Source: an optimization exercise on an open RTL-to-GDS flow (aim: small area, a short achievable clock period and few clock cycles per item). Production flows keep margins and buffers that such runs may drop.
Only simulation tests tie the RTL to the original design; equivalence was not proved.
With no activity given, the tool overestimates toggling in this design, so its power and IR-drop figures are unreliable.

==> job 9725 <==
## ntt32_163841
module ntt32_163841 ( clk, rst, start, input_fg, addr, din, dout, valid );
Settings: LEC_CHECK=0, CAP_MARGIN=20, CORE_MARGIN=2, CORE_UTILIZATION=45, SETUP_SLACK_MARGIN=3.3, SLEW_MARGIN=20; clock period 8.0 ns.
run.sh (not shown) runs the stock make flow with config.mk's settings and CLKGATE_MAP_FILE= SYNTH_SCRIPT=/design/flow/synth_recipe.tcl, a recipe that flattens the netlist after the stock synthesis.
==> inputs of job 7651, as changes to job 9725 <==
--- a/flow/design.v
+++ b/flow/design.v
@@ -851,19 +851,17 @@
   assign c = {((x[W-2:0] & y[W-2:0]) | (x[W-2:0] & z[W-2:0]) | (y[W-2:0] & z[W-2:0])), 1'b0};
 endmodule
 module kmul (
   input                     clk,
   input                     hold,      
   input      signed [17:0]  a,
   input      signed [17:0]  b,
   output reg signed [18:0]  x,
-  output     signed [17:0]  xc,
-  output     [18:0]         rs,
-  output     [18:0]         rc
+  output     signed [17:0]  xc
 );
   wire [35:0] ps, pc;
   bmul bm (.a(a), .b(b), .S(ps), .C(pc));
   reg  [35:0] cs_s, cs_c;
   always @(posedge clk) begin
     cs_s <= ps;
     cs_c <= pc;
   end
@@ -872,46 +870,47 @@
   always @(posedge clk) begin
     lr <= cs_s[14:0] + cs_c[14:0];
     hr <= cs_s[35:15] + cs_c[35:15];
   end
   wire [21:0] k3s, k3c;
   csa #(22) kc (.x({4'd0, lr, 2'b00}), .y({6'd0, lr}), .z(~{hr[20], hr}), .s(k3s), .c(k3c));
   reg  signed [21:0] r1;
   always @(posedge clk) r1 <= k3s + k3c + 22'd1;
-  wire [18:0] q1 = {2'b00, r1[14:0], 2'b00};
-  wire [18:0] q2 = {4'd0, r1[14:0]};
-  wire [18:0] q3 = ~{{12{r1[21]}}, r1[21:15]};
-  wire [18:0] m1s, m1c, m2s, m2c;
-  csa #(19) kd (.x(q1), .y(q2), .z(q3), .s(m1s), .c(m1c));
-  assign rs = m1s;
-  assign rc = m1c;
-  csa #(19) ke (.x(m1s), .y(m1c), .z(19'd360448), .s(m2s), .c(m2c));
-  wire signed [18:0] r2  = m1s + m1c + 19'd1;
-  wire signed [18:0] r2m = m2s + m2c;       
-  wire [18:0] m3s, m3c;
-  csa #(19) kf (.x(m1s), .y(m1c), .z(19'd442368), .s(m3s), .c(m3c));
-  wire [18:0] dcmp = m3s + m3c;
-  assign xc = dcmp[18] ? r2[17:0] : r2m[17:0];
+  wire [18:0] l19 = {{4{r1[14]}}, r1[14:0]};
+  wire [18:0] q1 = {l19[16:0], 2'b00};
+  wire [18:0] q3 = ~{{12{r1[21]}}, r1[21:15]};      
+  wire [18:0] m1s, m1c, m2s, m2c, m3s, m3c;
+  csa #(19) kd (.x(q1), .y(l19), .z(q3), .s(m1s), .c(m1c));
+  csa #(19) ke (.x(m1s), .y(m1c), .z(19'd360447), .s(m2s), .c(m2c));   
+  csa #(19) kf (.x(m1s), .y(m1c), .z(19'd163841), .s(m3s), .c(m3c));   
+  wire [18:0] ci = {18'd0, ~r1[14]};                  
+  wire signed [18:0] r2  = m1s + m1c + ci;
+  wire signed [18:0] r2m = m2s + m2c + ci;            
+  wire signed [18:0] r2p = m3s + m3c + ci;            
+  wire signed [7:0] hh = $signed(r1[21:15]) + $signed({7'd0, r1[14]});
+  wire signed [7:0] fl = 8'sd5 * $signed({6'd0, r1[1:0]});
+  wire signed [7:0] fm = 8'sd5 * $signed({5'd0, r1[2:0]});
+  wire hi = (r1[14:2] == 13'h0fff) & ((fl - hh) > 8'sd20);
+  wire lo = (r1[14:3] == 12'h800)  & (fm < hh);
+  assign xc = hi ? r2m[17:0] : (lo ? r2p[17:0] : r2[17:0]);
   always @(posedge clk) if (!hold) x <= r2;
 endmodule
 module jmul (
   input                     clk,
-  input      signed [18:0]  s,
+  input      signed [21:0]  t,
   output reg [16:0]         jl,
   output reg [20:0]         jh
 );
-  wire [35:0] se = {{17{s[18]}}, s};
-  wire [35:0] j1s, j1c, j2s, j2c, j3s, j3c;
-  csa #(36) ja (.x(se << 16), .y(se << 13), .z(~(se << 8)), .s(j1s), .c(j1c));
-  csa #(36) jb (.x(~(se << 6)), .y(~(se << 2)), .z(j1s), .s(j2s), .c(j2c));
-  csa #(36) jc (.x(j1c), .y(j2c), .z(j2s), .s(j3s), .c(j3c));
+  wire [35:0] te = {{14{t[21]}}, t};
+  wire [35:0] j1s, j1c;
+  csa #(36) ja (.x(te << 13), .y(~(te << 5)), .z(~(te << 2)), .s(j1s), .c(j1c));
   always @(posedge clk) begin
-    jl <= j3s[14:0] + j3c[14:0] + 17'd3;
-    jh <= j3s[35:15] + j3c[35:15];
+    jl <= j1s[14:0] + j1c[14:0] + 17'd2;
+    jh <= j1s[35:15] + j1c[35:15];
   end
 endmodule
 module kred5 (
   input  [21:0] v,
   output [17:0] r
 );
   wire [17:0] l  = {{3{v[14]}}, v[14:0]};
   wire [17:0] hn = ~{{11{v[21]}}, v[21:15]};        
@@ -928,20 +927,20 @@
   input  signed     [17 : 0] din;
   output reg signed [17 : 0] dout;
   output                     valid;
   localparam signed [18:0] Q = 19'sd163841;
   localparam signed [17:0] C_OUT = 18'sd55847;   
   localparam ST_IDLE = 2'd0, ST_COMP = 2'd1, ST_VALID = 2'd2;
   localparam [7:0] PW0  = 8'd96;     
   localparam [7:0] IV1  = 8'd128;    
-  localparam [7:0] IV2  = 8'd149;    
-  localparam [7:0] IEND = 8'd165;
-  localparam [7:0] WLAT = 8'd8;      
-  localparam [7:0] DONE = 8'd172;    
+  localparam [7:0] IV2  = 8'd150;    
+  localparam [7:0] IEND = 8'd166;
+  localparam [7:0] WLAT = 8'd9;      
+  localparam [7:0] DONE = 8'd174;    
   function [15:0] seq;
     input [7:0] c;
     reg       act, pl;
     reg [1:0] md, vd, a2, a1, a0;
     reg [3:0] e, g;
     reg [7:0] cc;
     begin
       act = 1'b1; md = 2'd0; pl = 1'b0; vd = 2'd0;
@@ -1206,63 +1205,70 @@
     w1 <= rpw ? xc0 : (rout ? C_OUT : tw1({rinv, re}));
     w2 <= rpw ? xm3 : tw2({rinv, re});
     w3 <= rpw ? (rpwb ? xm2 : 18'sd0) : tw3({rinv, re});
   end
   reg [4:1] pwbp;
   always @(posedge clk) pwbp <= {pwbp[3:1], rpwb};
   wire signed [18:0] X1, X2, X3;
   wire signed [17:0] kc1, kc2, kc3;
-  wire        [18:0] rs1, rs2, rs3, rc1, rc2, rc3;
-  kmul m1 (.clk(clk), .hold(1'b0), .a(x1), .b(w1), .x(X1), .xc(kc1), .rs(rs1), .rc(rc1));
-  kmul m2 (.clk(clk), .hold(pwbp[4]), .a(x2), .b(w2), .x(X2), .xc(kc2), .rs(rs2), .rc(rc2));
-  kmul m3 (.clk(clk), .hold(1'b0), .a(x3), .b(w3), .x(X3), .xc(kc3), .rs(rs3), .rc(rc3));
-  wire [19:0] f1s, f1c, f2s, f2c;
-  csa #(20) sa (.x({rs1[18], rs1}), .y({rc1[18], rc1}), .z(~{rs3[18], rs3}), .s(f1s), .c(f1c));
-  csa #(20) sb (.x(f1s), .y(f1c), .z(~{rc3[18], rc3}), .s(f2s), .c(f2c));
-  wire [19:0] s3w = f2s + f2c + 20'd2;
+  kmul m1 (.clk(clk), .hold(1'b0), .a(x1), .b(w1), .x(X1), .xc(kc1));
+  kmul m2 (.clk(clk), .hold(pwbp[4]), .a(x2), .b(w2), .x(X2), .xc(kc2));
+  kmul m3 (.clk(clk), .hold(1'b0), .a(x3), .b(w3), .x(X3), .xc(kc3));
   reg signed [17:0] x0d1, x0d2, x0d3;
   reg signed [18:0] X0;
-  reg signed [18:0] s3;
   always @(posedge clk) begin
     x0d1 <= x0;
     x0d2 <= x0d1;
     x0d3 <= x0d2;
     X0   <= pwbp[4] ? X1 : x0d3;    
-    s3   <= s3w[18:0];
     dout <= kc1;           
   end
   reg  signed [21:0] v0, v2;
   reg  signed [19:0] s1;
+  wire [21:0] x1e = {{3{X1[18]}}, X1};
+  wire [21:0] x3e = {{3{X3[18]}}, X3};
+  wire [21:0] n1s, n1c, n2s, n2c;
+  csa #(22) c91 (.x(x1e << 3), .y(x1e), .z(~(x3e << 3)), .s(n1s), .c(n1c));
+  csa #(22) c92 (.x(n1s), .y(n1c), .z(~x3e), .s(n2s), .c(n2c));
+  reg  signed [21:0] s9;
   always @(posedge clk) begin
     v0 <= X0 + X1 + X2 + X3;
     v2 <= X0 + X2 - X1 - X3;
     s1 <= X0 - X2;
+    s9 <= n2s + n2c + 22'd2;
   end
-  wire        [16:0] jl;
-  wire        [20:0] jh;
-  jmul mj (.clk(clk), .s(s3), .jl(jl), .jh(jh));
   wire [17:0] k0, k2;
   kred5 r0 (.v(v0), .r(k0));
   kred5 r2 (.v(v2), .r(k2));
+  wire        [16:0] jl;
+  wire        [20:0] jh;
+  jmul mj (.clk(clk), .t(s9), .jl(jl), .jh(jh));
+  reg  [17:0] y0d, y2d;
+  reg  signed [19:0] s1d;
+  always @(posedge clk) begin
+    y0d <= k0;
+    y2d <= k2;
+    s1d <= s1;
+  end
   wire [21:0] t1 = {3'd0, jl, 2'b00};
   wire [21:0] t2 = {5'd0, jl};
-  wire [21:0] t4 = {{2{s1[19]}}, s1};
+  wire [21:0] t4 = {{2{s1d[19]}}, s1d};
   wire [21:0] pa_s, pa_c, pb_s, pb_c, ma_s, ma_c, mb_s, mb_c;
   csa #(22) cp1 (.x(t1), .y(t2), .z(~{jh[20], jh}), .s(pa_s), .c(pa_c));
   csa #(22) cp2 (.x(pa_s), .y(pa_c), .z(t4), .s(pb_s), .c(pb_c));
   csa #(22) cm1 (.x(~t1), .y(~t2), .z({jh[20], jh}), .s(ma_s), .c(ma_c));
   csa #(22) cm2 (.x(ma_s), .y(ma_c), .z(t4), .s(mb_s), .c(mb_c));
   reg  [21:0] v1, v3;
   reg  [17:0] y0e, y2e;
   always @(posedge clk) begin
     v1  <= pb_s + pb_c + 22'd1;
     v3  <= mb_s + mb_c + 22'd2;
-    y0e <= k0;
-    y2e <= k2;
+    y0e <= y0d;
+    y2e <= y2d;
   end
   wire [17:0] k1, k3;
   kred5 r1 (.v(v1), .r(k1));
   kred5 r3 (.v(v3), .r(k3));
   reg  signed [17:0] y [0:3];
   always @(posedge clk) begin
     y[0] <= y0e;
     y[2] <= y2e;
@@ -1275,30 +1281,32 @@
   always @(posedge clk) begin
     for (i = 0; i < 4; i = i + 1) begin
       wwe[i]  <= ws_act & ((ws_md != 2'd1) | ~(i[0] ^ ws_base[0]));
       wwa[i]  <= laddr(ws_md, ws_pl, ws_vd, ws_a2, ws_a1, ws_base, i[1:0]);
       wsel[i] <= (ws_md == 2'd2) ? (ws_base - i[1:0]) : (i[1:0] - ws_base);
     end
   end
   reg        ldv, ld_fg;
-  reg [5:0]  ld_addr;
+  reg [3:0]  ld_be;       
+  reg [3:0]  ld_wa;       
   reg [17:0] din_r;
+  wire [1:0] in_bank = addr[5:4] + addr[3:2] + addr[1:0] + {1'b0, input_fg};
   always @(posedge clk) begin
-    ldv     <= (state == ST_IDLE);
-    ld_fg   <= input_fg;
-    ld_addr <= addr;
-    din_r   <= din;
+    ldv   <= (state == ST_IDLE);
+    ld_fg <= input_fg;
+    ld_wa <= addr[5:2];
+    ld_be <= 4'd1 << in_bank;
+    din_r <= din;
   end
-  wire [1:0] ld_bank = ld_addr[5:4] + ld_addr[3:2] + ld_addr[1:0] + {1'b0, ld_fg};
   always @(*) begin
     for (i = 0; i < 4; i = i + 1) begin
       if (ldv) begin
-        bwe[i] = (ld_bank == i[1:0]);
-        bwa[i] = {ld_fg, ld_addr[5:2]};
+        bwe[i] = ld_be[i];
+        bwa[i] = {ld_fg, ld_wa};
         bwd[i] = din_r;
       end else begin
         bwe[i] = wwe[i];
         bwa[i] = wwa[i];
         bwd[i] = y[wsel[i]];
       end
     end
   end
==> flow/config.mk (replaced) <==
export PLATFORM = sky130hd
export DESIGN_NAME = ntt32_163841
export DESIGN_NICKNAME = ntt32_163841
export VERILOG_FILES = /design/flow/design.v
export SDC_FILE = /design/flow/constraint.sdc
export NUM_CORES = 4
export LEC_CHECK = 0
export CAP_MARGIN = 20
export CORE_MARGIN = 2
export CORE_UTILIZATION = 45
export SETUP_SLACK_MARGIN = 4.3
export SLEW_MARGIN = 20
==> inputs of job 9490, as changes to job 9725 <==
--- a/flow/design.v
+++ b/flow/design.v
@@ -851,19 +851,17 @@
   assign c = {((x[W-2:0] & y[W-2:0]) | (x[W-2:0] & z[W-2:0]) | (y[W-2:0] & z[W-2:0])), 1'b0};
 endmodule
 module kmul (
   input                     clk,
   input                     hold,      
   input      signed [17:0]  a,
   input      signed [17:0]  b,
   output reg signed [18:0]  x,
-  output     signed [17:0]  xc,
-  output     [18:0]         rs,
-  output     [18:0]         rc
+  output     signed [17:0]  xc
 );
   wire [35:0] ps, pc;
   bmul bm (.a(a), .b(b), .S(ps), .C(pc));
   reg  [35:0] cs_s, cs_c;
   always @(posedge clk) begin
     cs_s <= ps;
     cs_c <= pc;
   end
@@ -877,41 +875,37 @@
   csa #(22) kc (.x({4'd0, lr, 2'b00}), .y({6'd0, lr}), .z(~{hr[20], hr}), .s(k3s), .c(k3c));
   reg  signed [21:0] r1;
   always @(posedge clk) r1 <= k3s + k3c + 22'd1;
   wire [18:0] q1 = {2'b00, r1[14:0], 2'b00};
   wire [18:0] q2 = {4'd0, r1[14:0]};
   wire [18:0] q3 = ~{{12{r1[21]}}, r1[21:15]};
   wire [18:0] m1s, m1c, m2s, m2c;
   csa #(19) kd (.x(q1), .y(q2), .z(q3), .s(m1s), .c(m1c));
-  assign rs = m1s;
-  assign rc = m1c;
   csa #(19) ke (.x(m1s), .y(m1c), .z(19'd360448), .s(m2s), .c(m2c));
   wire signed [18:0] r2  = m1s + m1c + 19'd1;
   wire signed [18:0] r2m = m2s + m2c;       
   wire [18:0] m3s, m3c;
   csa #(19) kf (.x(m1s), .y(m1c), .z(19'd442368), .s(m3s), .c(m3c));
   wire [18:0] dcmp = m3s + m3c;
   assign xc = dcmp[18] ? r2[17:0] : r2m[17:0];
   always @(posedge clk) if (!hold) x <= r2;
 endmodule
 module jmul (
   input                     clk,
-  input      signed [18:0]  s,
+  input      signed [21:0]  t,
   output reg [16:0]         jl,
   output reg [20:0]         jh
 );
-  wire [35:0] se = {{17{s[18]}}, s};
-  wire [35:0] j1s, j1c, j2s, j2c, j3s, j3c;
-  csa #(36) ja (.x(se << 16), .y(se << 13), .z(~(se << 8)), .s(j1s), .c(j1c));
-  csa #(36) jb (.x(~(se << 6)), .y(~(se << 2)), .z(j1s), .s(j2s), .c(j2c));
-  csa #(36) jc (.x(j1c), .y(j2c), .z(j2s), .s(j3s), .c(j3c));
+  wire [35:0] te = {{14{t[21]}}, t};
+  wire [35:0] j1s, j1c;
+  csa #(36) ja (.x(te << 13), .y(~(te << 5)), .z(~(te << 2)), .s(j1s), .c(j1c));
   always @(posedge clk) begin
-    jl <= j3s[14:0] + j3c[14:0] + 17'd3;
-    jh <= j3s[35:15] + j3c[35:15];
+    jl <= j1s[14:0] + j1c[14:0] + 17'd2;
+    jh <= j1s[35:15] + j1c[35:15];
   end
 endmodule
 module kred5 (
   input  [21:0] v,
   output [17:0] r
 );
   wire [17:0] l  = {{3{v[14]}}, v[14:0]};
   wire [17:0] hn = ~{{11{v[21]}}, v[21:15]};        
@@ -928,20 +922,20 @@
   input  signed     [17 : 0] din;
   output reg signed [17 : 0] dout;
   output                     valid;
   localparam signed [18:0] Q = 19'sd163841;
   localparam signed [17:0] C_OUT = 18'sd55847;   
   localparam ST_IDLE = 2'd0, ST_COMP = 2'd1, ST_VALID = 2'd2;
   localparam [7:0] PW0  = 8'd96;     
   localparam [7:0] IV1  = 8'd128;    
-  localparam [7:0] IV2  = 8'd149;    
-  localparam [7:0] IEND = 8'd165;
-  localparam [7:0] WLAT = 8'd8;      
-  localparam [7:0] DONE = 8'd172;    
+  localparam [7:0] IV2  = 8'd150;    
+  localparam [7:0] IEND = 8'd166;
+  localparam [7:0] WLAT = 8'd9;      
+  localparam [7:0] DONE = 8'd174;    
   function [15:0] seq;
     input [7:0] c;
     reg       act, pl;
     reg [1:0] md, vd, a2, a1, a0;
     reg [3:0] e, g;
     reg [7:0] cc;
     begin
       act = 1'b1; md = 2'd0; pl = 1'b0; vd = 2'd0;
@@ -1206,63 +1200,70 @@
     w1 <= rpw ? xc0 : (rout ? C_OUT : tw1({rinv, re}));
     w2 <= rpw ? xm3 : tw2({rinv, re});
     w3 <= rpw ? (rpwb ? xm2 : 18'sd0) : tw3({rinv, re});
   end
   reg [4:1] pwbp;
   always @(posedge clk) pwbp <= {pwbp[3:1], rpwb};
   wire signed [18:0] X1, X2, X3;
   wire signed [17:0] kc1, kc2, kc3;
-  wire        [18:0] rs1, rs2, rs3, rc1, rc2, rc3;
-  kmul m1 (.clk(clk), .hold(1'b0), .a(x1), .b(w1), .x(X1), .xc(kc1), .rs(rs1), .rc(rc1));
-  kmul m2 (.clk(clk), .hold(pwbp[4]), .a(x2), .b(w2), .x(X2), .xc(kc2), .rs(rs2), .rc(rc2));
-  kmul m3 (.clk(clk), .hold(1'b0), .a(x3), .b(w3), .x(X3), .xc(kc3), .rs(rs3), .rc(rc3));
-  wire [19:0] f1s, f1c, f2s, f2c;
-  csa #(20) sa (.x({rs1[18], rs1}), .y({rc1[18], rc1}), .z(~{rs3[18], rs3}), .s(f1s), .c(f1c));
-  csa #(20) sb (.x(f1s), .y(f1c), .z(~{rc3[18], rc3}), .s(f2s), .c(f2c));
-  wire [19:0] s3w = f2s + f2c + 20'd2;
+  kmul m1 (.clk(clk), .hold(1'b0), .a(x1), .b(w1), .x(X1), .xc(kc1));
+  kmul m2 (.clk(clk), .hold(pwbp[4]), .a(x2), .b(w2), .x(X2), .xc(kc2));
+  kmul m3 (.clk(clk), .hold(1'b0), .a(x3), .b(w3), .x(X3), .xc(kc3));
   reg signed [17:0] x0d1, x0d2, x0d3;
   reg signed [18:0] X0;
-  reg signed [18:0] s3;
   always @(posedge clk) begin
     x0d1 <= x0;
     x0d2 <= x0d1;
     x0d3 <= x0d2;
     X0   <= pwbp[4] ? X1 : x0d3;    
-    s3   <= s3w[18:0];
     dout <= kc1;           
   end
   reg  signed [21:0] v0, v2;
   reg  signed [19:0] s1;
+  wire [21:0] x1e = {{3{X1[18]}}, X1};
+  wire [21:0] x3e = {{3{X3[18]}}, X3};
+  wire [21:0] n1s, n1c, n2s, n2c;
+  csa #(22) c91 (.x(x1e << 3), .y(x1e), .z(~(x3e << 3)), .s(n1s), .c(n1c));
+  csa #(22) c92 (.x(n1s), .y(n1c), .z(~x3e), .s(n2s), .c(n2c));
+  reg  signed [21:0] s9;
   always @(posedge clk) begin
     v0 <= X0 + X1 + X2 + X3;
     v2 <= X0 + X2 - X1 - X3;
     s1 <= X0 - X2;
+    s9 <= n2s + n2c + 22'd2;
   end
-  wire        [16:0] jl;
-  wire        [20:0] jh;
-  jmul mj (.clk(clk), .s(s3), .jl(jl), .jh(jh));
   wire [17:0] k0, k2;
   kred5 r0 (.v(v0), .r(k0));
   kred5 r2 (.v(v2), .r(k2));
+  wire        [16:0] jl;
+  wire        [20:0] jh;
+  jmul mj (.clk(clk), .t(s9), .jl(jl), .jh(jh));
+  reg  [17:0] y0d, y2d;
+  reg  signed [19:0] s1d;
+  always @(posedge clk) begin
+    y0d <= k0;
+    y2d <= k2;
+    s1d <= s1;
+  end
   wire [21:0] t1 = {3'd0, jl, 2'b00};
   wire [21:0] t2 = {5'd0, jl};
-  wire [21:0] t4 = {{2{s1[19]}}, s1};
+  wire [21:0] t4 = {{2{s1d[19]}}, s1d};
   wire [21:0] pa_s, pa_c, pb_s, pb_c, ma_s, ma_c, mb_s, mb_c;
   csa #(22) cp1 (.x(t1), .y(t2), .z(~{jh[20], jh}), .s(pa_s), .c(pa_c));
   csa #(22) cp2 (.x(pa_s), .y(pa_c), .z(t4), .s(pb_s), .c(pb_c));
   csa #(22) cm1 (.x(~t1), .y(~t2), .z({jh[20], jh}), .s(ma_s), .c(ma_c));
   csa #(22) cm2 (.x(ma_s), .y(ma_c), .z(t4), .s(mb_s), .c(mb_c));
   reg  [21:0] v1, v3;
   reg  [17:0] y0e, y2e;
   always @(posedge clk) begin
     v1  <= pb_s + pb_c + 22'd1;
     v3  <= mb_s + mb_c + 22'd2;
-    y0e <= k0;
-    y2e <= k2;
+    y0e <= y0d;
+    y2e <= y2d;
   end
   wire [17:0] k1, k3;
   kred5 r1 (.v(v1), .r(k1));
   kred5 r3 (.v(v3), .r(k3));
   reg  signed [17:0] y [0:3];
   always @(posedge clk) begin
     y[0] <= y0e;
     y[2] <= y2e;
@@ -1275,30 +1276,32 @@
   always @(posedge clk) begin
     for (i = 0; i < 4; i = i + 1) begin
       wwe[i]  <= ws_act & ((ws_md != 2'd1) | ~(i[0] ^ ws_base[0]));
       wwa[i]  <= laddr(ws_md, ws_pl, ws_vd, ws_a2, ws_a1, ws_base, i[1:0]);
       wsel[i] <= (ws_md == 2'd2) ? (ws_base - i[1:0]) : (i[1:0] - ws_base);
     end
   end
   reg        ldv, ld_fg;
-  reg [5:0]  ld_addr;
+  reg [3:0]  ld_be;       
+  reg [3:0]  ld_wa;       
   reg [17:0] din_r;
+  wire [1:0] in_bank = addr[5:4] + addr[3:2] + addr[1:0] + {1'b0, input_fg};
   always @(posedge clk) begin
-    ldv     <= (state == ST_IDLE);
-    ld_fg   <= input_fg;
-    ld_addr <= addr;
-    din_r   <= din;
+    ldv   <= (state == ST_IDLE);
+    ld_fg <= input_fg;
+    ld_wa <= addr[5:2];
+    ld_be <= 4'd1 << in_bank;
+    din_r <= din;
   end
-  wire [1:0] ld_bank = ld_addr[5:4] + ld_addr[3:2] + ld_addr[1:0] + {1'b0, ld_fg};
   always @(*) begin
     for (i = 0; i < 4; i = i + 1) begin
       if (ldv) begin
-        bwe[i] = (ld_bank == i[1:0]);
-        bwa[i] = {ld_fg, ld_addr[5:2]};
+        bwe[i] = ld_be[i];
+        bwa[i] = {ld_fg, ld_wa};
         bwd[i] = din_r;
       end else begin
         bwe[i] = wwe[i];
         bwa[i] = wwa[i];
         bwd[i] = y[wsel[i]];
       end
     end
   end
==> flow/config.mk (replaced) <==
export PLATFORM = sky130hd
export DESIGN_NAME = ntt32_163841
export DESIGN_NICKNAME = ntt32_163841
export VERILOG_FILES = /design/flow/design.v
export SDC_FILE = /design/flow/constraint.sdc
export NUM_CORES = 4
export LEC_CHECK = 0
export CAP_MARGIN = 20
export CORE_MARGIN = 2
export CORE_UTILIZATION = 45
export SETUP_SLACK_MARGIN = 4.3
export SLEW_MARGIN = 20
==> qor summary <==
Cell internal pwr: job 7651 0.0636 W; job 9725 0.0630 W; job 9490 0.0635 W
Final Power: job 7651 0.114 W; job 9725 0.118 W; job 9490 0.112 W
Worst path arrival time: job 7651 4.94 ns; job 9725 5.59 ns; job 9490 4.80 ns
Total clock network power: job 7651 0.0173 W; job 9725 0.0167 W; job 9490 0.0177 W
Source of the critical timing path: job 7651 m1.x[3]$_DFF_P_; job 9725 ld_fg$_DFF_P_; job 9490 m1.r1[2]$_DFF_P_
VDD IR-drop max: job 7651 0.831 mV; job 9725 1.00 mV; job 9490 0.776 mV
Wire length after detailed routing: job 7651 624 mm; job 9725 626 mm; job 9490 636 mm
Number of buffers created by CTS: job 7651 365; job 9725 358; job 9490 368
Fraction of area in registers: job 7651 0.452; job 9725 0.462; job 9490 0.450
Area grow syn2layout: job 7651 15.6%; job 9725 11.0%; job 9490 16.3%
Summed area of non-filler cells in the final layout: job 7651 0.206 mm2; job 9725 0.198 mm2; job 9490 0.207 mm2
Internal reg-to-reg setup slack: job 7651 3.92 ns; job 9725 3.10 ns; job 9490 4.01 ns
Slowest cell on the critical path: job 7651 sky130_fd_sc_hd__fa_1; job 9725 sky130_fd_sc_hd__nor2_2; job 9490 sky130_fd_sc_hd__fa_1
Non-clock buffer contribution to total cell area: job 7651 0.0391; job 9725 0.0209; job 9490 0.0438
Met1 Use GR: job 7651 0.412; job 9725 0.430; job 9490 0.418
Result of the run: job 7651 no timing/DRC/antenna violations; job 9725 no timing/DRC/antenna violations; job 9490 no timing/DRC/antenna violations
Top fanout value on the critical path: job 7651 3; job 9725 10; job 9490 8
Met2 demand-to-capacity share in global routing: job 7651 0.460; job 9725 0.464; job 9490 0.459
Power drawn by the combinational cells: job 7651 0.0710 W; job 9725 0.0756 W; job 9490 0.0691 W
Testbench counts of job 9725, summed over its fixed seeds: cycles 35,720, txns 96.
Testbench counts of job 7651, summed over its fixed seeds: cycles 35,912, txns 96.
Testbench counts of job 9490, summed over its fixed seeds: cycles 35,912, txns 96.

port drivers added, routing unchanged:
Ports are ideal in the flow. The routed layouts listed here were re-timed in OpenROAD. Step 1 sets driving cells, clkbuf_16 on the clock port and buf_2 on the other inputs (assumed; they add their load-dependent delay and slew). Step 2 also shifts input and output timing later by t, the mid clock arrival at the registers, as if the neighbouring blocks saw the same clock. Three values: no drivers, after step 1, after step 2; two values: the first two.
| run | shift t [ns] | setup WS [ns] | slew at the worst register clock pin (ns) | pins driven straight from the clock port |
|---|---|---|---|---|
| job 9725 | 1.097 | 3.103 / 3.103 / 2.734 | 0.08 / 0.08 | 1 |
| job 7651 | 1.055 | 3.917 / 3.917 / 3.241 | 0.07 / 0.07 | 1 |
| job 9490 | 1.071 | 4.011 / 4.011 / 3.247 | 0.07 / 0.07 | 1 |
After both steps setup and hold are still met in every run listed. For job 9490, which loses most, drivers alone change the setup slack by 0.000 ns; drivers and shift together by -0.764 ns.
